Background: an optimization exercise with open tools, aiming at small area, a short achievable clock period and few clock cycles. Do not read the settings as production practice. Function was checked by simulation only, so behaviour that the tests miss may differ from the original. Power figures rest on the tool's default switching activity, not on a simulated workload.

// cpu_cache
module cpu_cache (
	input clk,
	input reset_n,
	output readM1,
	output [15:0] address1,
	input [15:0] instData00,
	input [15:0] instData01,
	input [15:0] instData10,
	input [15:0] instData11,
	input [1:0] instReady,
	output readM2,
	output writeM2,
	output [15:0] address2,
	input [15:0] memData00,
	input [15:0] memData01,
	input [15:0] memData10,
	input [15:0] memData11,
	input [1:0] memReadReady,
	input [1:0] memWriteReady,
	output [15:0] evicted2_address,
	output [15:0] evicted2_00,
	output [15:0] evicted2_01,
	output [15:0] evicted2_10,
	output [15:0] evicted2_11,
	output reg [15:0] num_inst,
	output reg [15:0] output_port,
	output reg is_halted
);
clock: 11.0 ns
lec_check: 0
cap_margin: 20
core_margin: 2
core_utilization: 40
slew_margin: 20
standard.sh (not shown) runs the stock make flow with config.mk's settings and CLKGATE_MAP_FILE= SYNTH_SCRIPT=/design/flow/synth_recipe.tcl, a recipe that flattens the netlist after the stock synthesis.
==> flow/flow/run.sh <==
#!/bin/bash
# The standard layout (standard.sh), with three changes to how it is made:
#  - ports are buffered with sky130_fd_sc_hd__buf_1 instead of the delay buffer
#    that buffer_ports picks by default,
#  - timing repair aims for 7 ns of setup slack (the SDC is unchanged),
#  - the clock tree clusters up to 25 sinks within 70 um.
# The make output goes to flow.log in this folder; ORFS keeps each step's log
# under orfs/logs.
set -euo pipefail
bash standard.sh \
  "BUFFER_PORTS_ARGS=-buffer_cell sky130_fd_sc_hd__buf_1" \
  SETUP_SLACK_MARGIN=7 \
  CTS_CLUSTER_SIZE=25 \
  CTS_CLUSTER_DIAMETER=70 \
  finish > flow.log 2>&1
Testbench counts at the start, summed over its fixed seeds: cycles 243,786.
==> next run, changes <==
--- a/flow/flow/run.sh
+++ b/flow/flow/run.sh
@@ -5,3 +5,3 @@
 #  - timing repair aims for 7 ns of setup slack (the SDC is unchanged),
-#  - the clock tree clusters up to 25 sinks within 70 um.
+#  - the clock tree clusters up to 25 sinks within 80 um.
 # The make output goes to flow.log in this folder; ORFS keeps each step's log
@@ -13,3 +13,3 @@
   CTS_CLUSTER_SIZE=25 \
-  CTS_CLUSTER_DIAMETER=70 \
+  CTS_CLUSTER_DIAMETER=80 \
   finish > flow.log 2>&1
Result: Die area is unchanged; total power went down by 6.2%; maximum frequency is lower by 1.6%; wire length is lower by 0.63%.

========
Starting RTL as in the previous note.
Settings: LEC_CHECK=0, CAP_MARGIN=20, CORE_MARGIN=2, CORE_UTILIZATION=40, SLEW_MARGIN=20; clock period 11.0 ns.
==> flow/flow/run.sh <==
#!/bin/bash
# The standard layout (standard.sh), with three changes to how it is made:
#  - ports are buffered with sky130_fd_sc_hd__buf_1 instead of the delay buffer
#    that buffer_ports picks by default,
#  - timing repair aims for 6.5 ns of setup slack (the SDC is unchanged),
#  - the clock tree clusters up to 25 sinks within 80 um.
# The make output goes to flow.log in this folder; ORFS keeps each step's log
# under orfs/logs.
set -euo pipefail
bash standard.sh \
  "BUFFER_PORTS_ARGS=-buffer_cell sky130_fd_sc_hd__buf_1" \
  SETUP_SLACK_MARGIN=6.5 \
  CTS_CLUSTER_SIZE=25 \
  CTS_CLUSTER_DIAMETER=80 \
  finish > flow.log 2>&1
The baseline ran to the end with no violations.
Testbench counts at the start, summed over its fixed seeds: cycles 243,786.
Change:
==> flow/flow/run.sh (replaced) <==
#!/bin/bash
# The standard layout (standard.sh), with three changes to how it is made:
#  - ports are buffered with sky130_fd_sc_hd__buf_1 instead of the delay buffer
#    that buffer_ports picks by default,
#  - timing repair aims for 7.5 ns of setup slack (the SDC is unchanged),
#  - the clock tree clusters up to 25 sinks within 80 um.
# The make output goes to flow.log in this folder; ORFS keeps each step's log
# under orfs/logs.
set -euo pipefail
bash standard.sh \
  "BUFFER_PORTS_ARGS=-buffer_cell sky130_fd_sc_hd__buf_1" \
  SETUP_SLACK_MARGIN=7.5 \
  CTS_CLUSTER_SIZE=25 \
  CTS_CLUSTER_DIAMETER=80 \
  finish > flow.log 2>&1
Outcome:
- The changed run produced a clean layout
- sequential share of layout area is lower by 4.5 points
- design area is higher by 14%
- core utilization is higher by 6.6 points
- non-clock buffer count is higher by 197
- global-route usage is higher by 2.2 points
- power is higher by about 6%
Change:
==> flow/flow/run.sh (replaced) <==
#!/bin/bash
# The standard layout (standard.sh), with three changes to how it is made:
#  - ports are buffered with sky130_fd_sc_hd__buf_1 instead of the delay buffer
#    that buffer_ports picks by default,
#  - timing repair aims for 7 ns of setup slack (the SDC is unchanged),
#  - the clock tree clusters up to 25 sinks within 80 um,
#  - the core is sized for 50% utilization.
# The make output goes to flow.log in this folder; ORFS keeps each step's log
# under orfs/logs.
set -euo pipefail
bash standard.sh \
  "BUFFER_PORTS_ARGS=-buffer_cell sky130_fd_sc_hd__buf_1" \
  SETUP_SLACK_MARGIN=7 \
  CTS_CLUSTER_SIZE=25 \
  CORE_UTILIZATION=50 \
  CTS_CLUSTER_DIAMETER=80 \
  finish > flow.log 2>&1
The changed run completed with no timing, DRC or antenna violations.
Sequential share of layout area is higher by 2.7 points.
Final area came out lower by 7.6%.
Count of clock-buffer cells in the layout goes down by 3.
Global-route usage came out higher by 4.1 points.
Worst hold slack got worse by 0.012 ns.
Clock power goes down by about 5%.
Synthesized cell count does not change.
Area after synthesis does not change.
Change:
==> flow/flow/run.sh (replaced) <==
#!/bin/bash
# The standard layout (standard.sh), with three changes to how it is made:
#  - ports are buffered with sky130_fd_sc_hd__buf_1 instead of the delay buffer
#    that buffer_ports picks by default,
#  - timing repair aims for 7.25 ns of setup slack (the SDC is unchanged),
#  - the clock tree clusters up to 25 sinks within 80 um.
# The make output goes to flow.log in this folder; ORFS keeps each step's log
# under orfs/logs.
set -euo pipefail
bash standard.sh \
  "BUFFER_PORTS_ARGS=-buffer_cell sky130_fd_sc_hd__buf_1" \
  SETUP_SLACK_MARGIN=7.25 \
  CTS_CLUSTER_SIZE=25 \
  CTS_CLUSTER_DIAMETER=80 \
  finish > flow.log 2>&1
=> Clock-buffer cell count fell by 2. First-iteration DRC count climbs by a few percent. Synthesized cell count stays the same. Cell count went up by a few percent. Non-clock buffer count is higher by 27. Utilization goes down by 11 points. Sequential power is about the same. Worst setup slack gains 0.15 ns. Critical path depth came out lower by 1.

========
cpu_cache, a different RTL version from the one above (not shown whole).
For scale: roughly 410 flip-flops, about 280 I/O pins, roughly 26,000 sq um of cells after synthesis.
export LEC_CHECK = 0
export CAP_MARGIN = 20
export CORE_MARGIN = 2
export CORE_UTILIZATION = 40
export SLEW_MARGIN = 20
create_clock -name core_clock -period 11.0 [get_ports {clk}]
==> flow/flow/run.sh <==
#!/bin/bash
# The standard layout (standard.sh), with four changes to how it is made:
#  - ports are buffered with sky130_fd_sc_hd__buf_1 instead of the delay buffer
#    that buffer_ports picks by default,
#  - timing repair aims for 6.8 ns of setup slack (the SDC is unchanged),
#  - the clock tree clusters up to 25 sinks within 70 um,
#  - repair_design aims 5% (not 20%) below the library's max-slew limits.
# The make output goes to flow.log in this folder; ORFS keeps each step's log
# under orfs/logs.
set -euo pipefail
bash standard.sh \
  "BUFFER_PORTS_ARGS=-buffer_cell sky130_fd_sc_hd__buf_1" \
  SETUP_SLACK_MARGIN=6.8 \
  CTS_CLUSTER_SIZE=25 \
  CTS_CLUSTER_DIAMETER=70 \
  SLEW_MARGIN=5 \
  finish > flow.log 2>&1
Testbench counts at the start, summed over its fixed seeds: cycles 243,786.
Rerun with:
--- a/flow/flow/run.sh
+++ b/flow/flow/run.sh
@@ -2 +2 @@
-# The standard layout (standard.sh), with four changes to how it is made:
+# The standard layout (standard.sh), with three changes to how it is made:
@@ -6,2 +6 @@
-#  - the clock tree clusters up to 25 sinks within 70 um,
-#  - repair_design aims 5% (not 20%) below the library's max-slew limits.
+#  - the clock tree clusters up to 25 sinks within 75 um.
@@ -15,2 +14 @@
-  CTS_CLUSTER_DIAMETER=70 \
-  SLEW_MARGIN=5 \
+  CTS_CLUSTER_DIAMETER=75 \
Outcome: The changed run finished with timing, DRC and antenna clean; critical path depth shrinks by 1; combinational power hardly moves; final cell count stays flat.
Rerun with:
--- a/flow/flow/run.sh
+++ b/flow/flow/run.sh
@@ -6 +6 @@
-#  - the clock tree clusters up to 25 sinks within 75 um.
+#  - the clock tree clusters up to 25 sinks within 70 um.
@@ -14 +14 @@
-  CTS_CLUSTER_DIAMETER=75 \
+  CTS_CLUSTER_DIAMETER=70 \
Flip-flop and latch count stays the same.
Via count went down by 0.32%.
Worst hold slack barely changes.
Routed wire length is about the same.
Utilization barely changes.
Die area does not change.
Final area is about the same.
Combinational power barely changes.
Rerun with:
--- a/flow/flow/run.sh
+++ b/flow/flow/run.sh
@@ -2 +2 @@
-# The standard layout (standard.sh), with three changes to how it is made:
+# The standard layout (standard.sh), with four changes to how it is made:
@@ -6 +6,2 @@
-#  - the clock tree clusters up to 25 sinks within 70 um.
+#  - the clock tree clusters up to 25 sinks within 80 um,
+#  - repair_design aims 5% (not 20%) below the library's max-slew limits.
@@ -14 +15,2 @@
-  CTS_CLUSTER_DIAMETER=70 \
+  CTS_CLUSTER_DIAMETER=80 \
+  SLEW_MARGIN=5 \
Effect:
- via count climbs by 0.33%
- wire length hardly moves
- worst hold slack is worse by 0.0032 ns

========
cpu_cache with an RTL version that a note above also has.
For scale: about 2800 cells after synthesis, roughly 410 flip-flops, about 280 I/O pins, roughly 26000 sq um of cells after synthesis.
Settings: LEC_CHECK=0, CAP_MARGIN=20, CORE_MARGIN=2, CORE_UTILIZATION=40, SLEW_MARGIN=20; clock period 11.0 ns.
==> flow/flow/run.sh <==
#!/bin/bash
# The standard layout (standard.sh), with three changes to how it is made:
#  - ports are buffered with sky130_fd_sc_hd__buf_1 instead of the delay buffer
#    that buffer_ports picks by default,
#  - timing repair aims for 6 ns of setup slack (the SDC is unchanged),
#  - the clock tree clusters up to 25 sinks within 80 um.
# The make output goes to flow.log in this folder; ORFS keeps each step's log
# under orfs/logs.
set -euo pipefail
bash standard.sh \
  "BUFFER_PORTS_ARGS=-buffer_cell sky130_fd_sc_hd__buf_1" \
  SETUP_SLACK_MARGIN=6 \
  CTS_CLUSTER_SIZE=25 \
  CTS_CLUSTER_DIAMETER=80 \
  finish > flow.log 2>&1
Testbench counts at the start, summed over its fixed seeds: cycles 243,786.
==> next run, changes <==
==> flow/flow/run.sh (replaced) <==
#!/bin/bash
# The standard layout (standard.sh), with three changes to how it is made:
#  - ports are buffered with sky130_fd_sc_hd__buf_1 instead of the delay buffer
#    that buffer_ports picks by default,
#  - timing repair aims for 7 ns of setup slack (the SDC is unchanged),
#  - the clock tree clusters up to 25 sinks within 80 um,
#  - timing repair works on the worst 30% of the failing endpoints.
# The make output goes to flow.log in this folder; ORFS keeps each step's log
# under orfs/logs.
set -euo pipefail
bash standard.sh \
  "BUFFER_PORTS_ARGS=-buffer_cell sky130_fd_sc_hd__buf_1" \
  SETUP_SLACK_MARGIN=7 \
  CTS_CLUSTER_SIZE=25 \
  TNS_END_PERCENT=30 \
  CTS_CLUSTER_DIAMETER=80 \
  finish > flow.log 2>&1
=> Synthesized area stays the same; combinational power increases by 16%; wire length went up by 5.4%; count of clock-buffer cells in the layout goes down by 3; first-iteration DRC count rose by 6.9%; non-clock buffer count went up by 130; design area goes up by 7.6%; register-to-register slack gets better by 0.58 ns; clock skew came out higher by 0.012 ns; global-route usage went up by 1.1 points; via count climbs by 4.6%.

[separate check: timing with driven ports]
No port has a modelled driver above. Below, the same layouts with a new extraction and two added sets of constraints.
Step 1 sets driving cells, clkbuf_16 on the clock port and buf_2 on the other inputs (assumed; they add their load-dependent delay and slew).
Step 2 times the ports against the registers' clock, not the clock port: input delays grow and output delays shrink by t, the midpoint of the rising clock arrivals with the driver on.
a / b / c = ideal / step 1 / step 2; a / b = the first two.
run	shift t [ns]	slack for setup (ns)	hold WS [ns]	clock arrival spread, ns
the first run of note 1	0.647	6.875 / 6.875 / 6.269	0.432 / 0.432 / 0.432	0.041 / 0.041
the second run of note 1	0.679	6.808 / 6.808 / 6.163	0.438 / 0.438 / 0.438	0.037 / 0.037
the first run of note 2	0.672	6.595 / 6.595 / 5.951	0.438 / 0.438 / 0.438	0.038 / 0.038
the second run of note 2	0.696	6.835 / 6.835 / 6.182	0.447 / 0.447 / 0.447	0.030 / 0.031
the third run of note 2	0.675	6.686 / 6.686 / 6.190	0.435 / 0.435 / 0.435	0.029 / 0.029
the fourth run of note 2	0.693	6.836 / 6.836 / 6.369	0.438 / 0.438 / 0.438	0.043 / 0.042
the first run of note 3	0.645	6.803 / 6.803 / 6.360	0.434 / 0.434 / 0.434	0.053 / 0.053
the second run of note 3	0.692	6.773 / 6.773 / 6.312	0.437 / 0.437 / 0.437	0.029 / 0.029
the third run of note 3	0.683	6.769 / 6.769 / 6.293	0.439 / 0.439 / 0.439	0.029 / 0.029
the fourth run of note 3	0.686	6.807 / 6.807 / 6.327	0.436 / 0.436 / 0.436	0.025 / 0.025
the first run of note 4	0.692	6.242 / 6.242 / 5.583	0.441 / 0.441 / 0.441	0.035 / 0.036
the second run of note 4	0.684	6.789 / 6.815 / 6.131	0.437 / 0.437 / 0.437	0.043 / 0.044
After both steps every run listed still meets setup and hold. The setup slack of the first run of note 4, which loses most, moves by 0.000 ns with the drivers and by -0.659 ns with both steps.
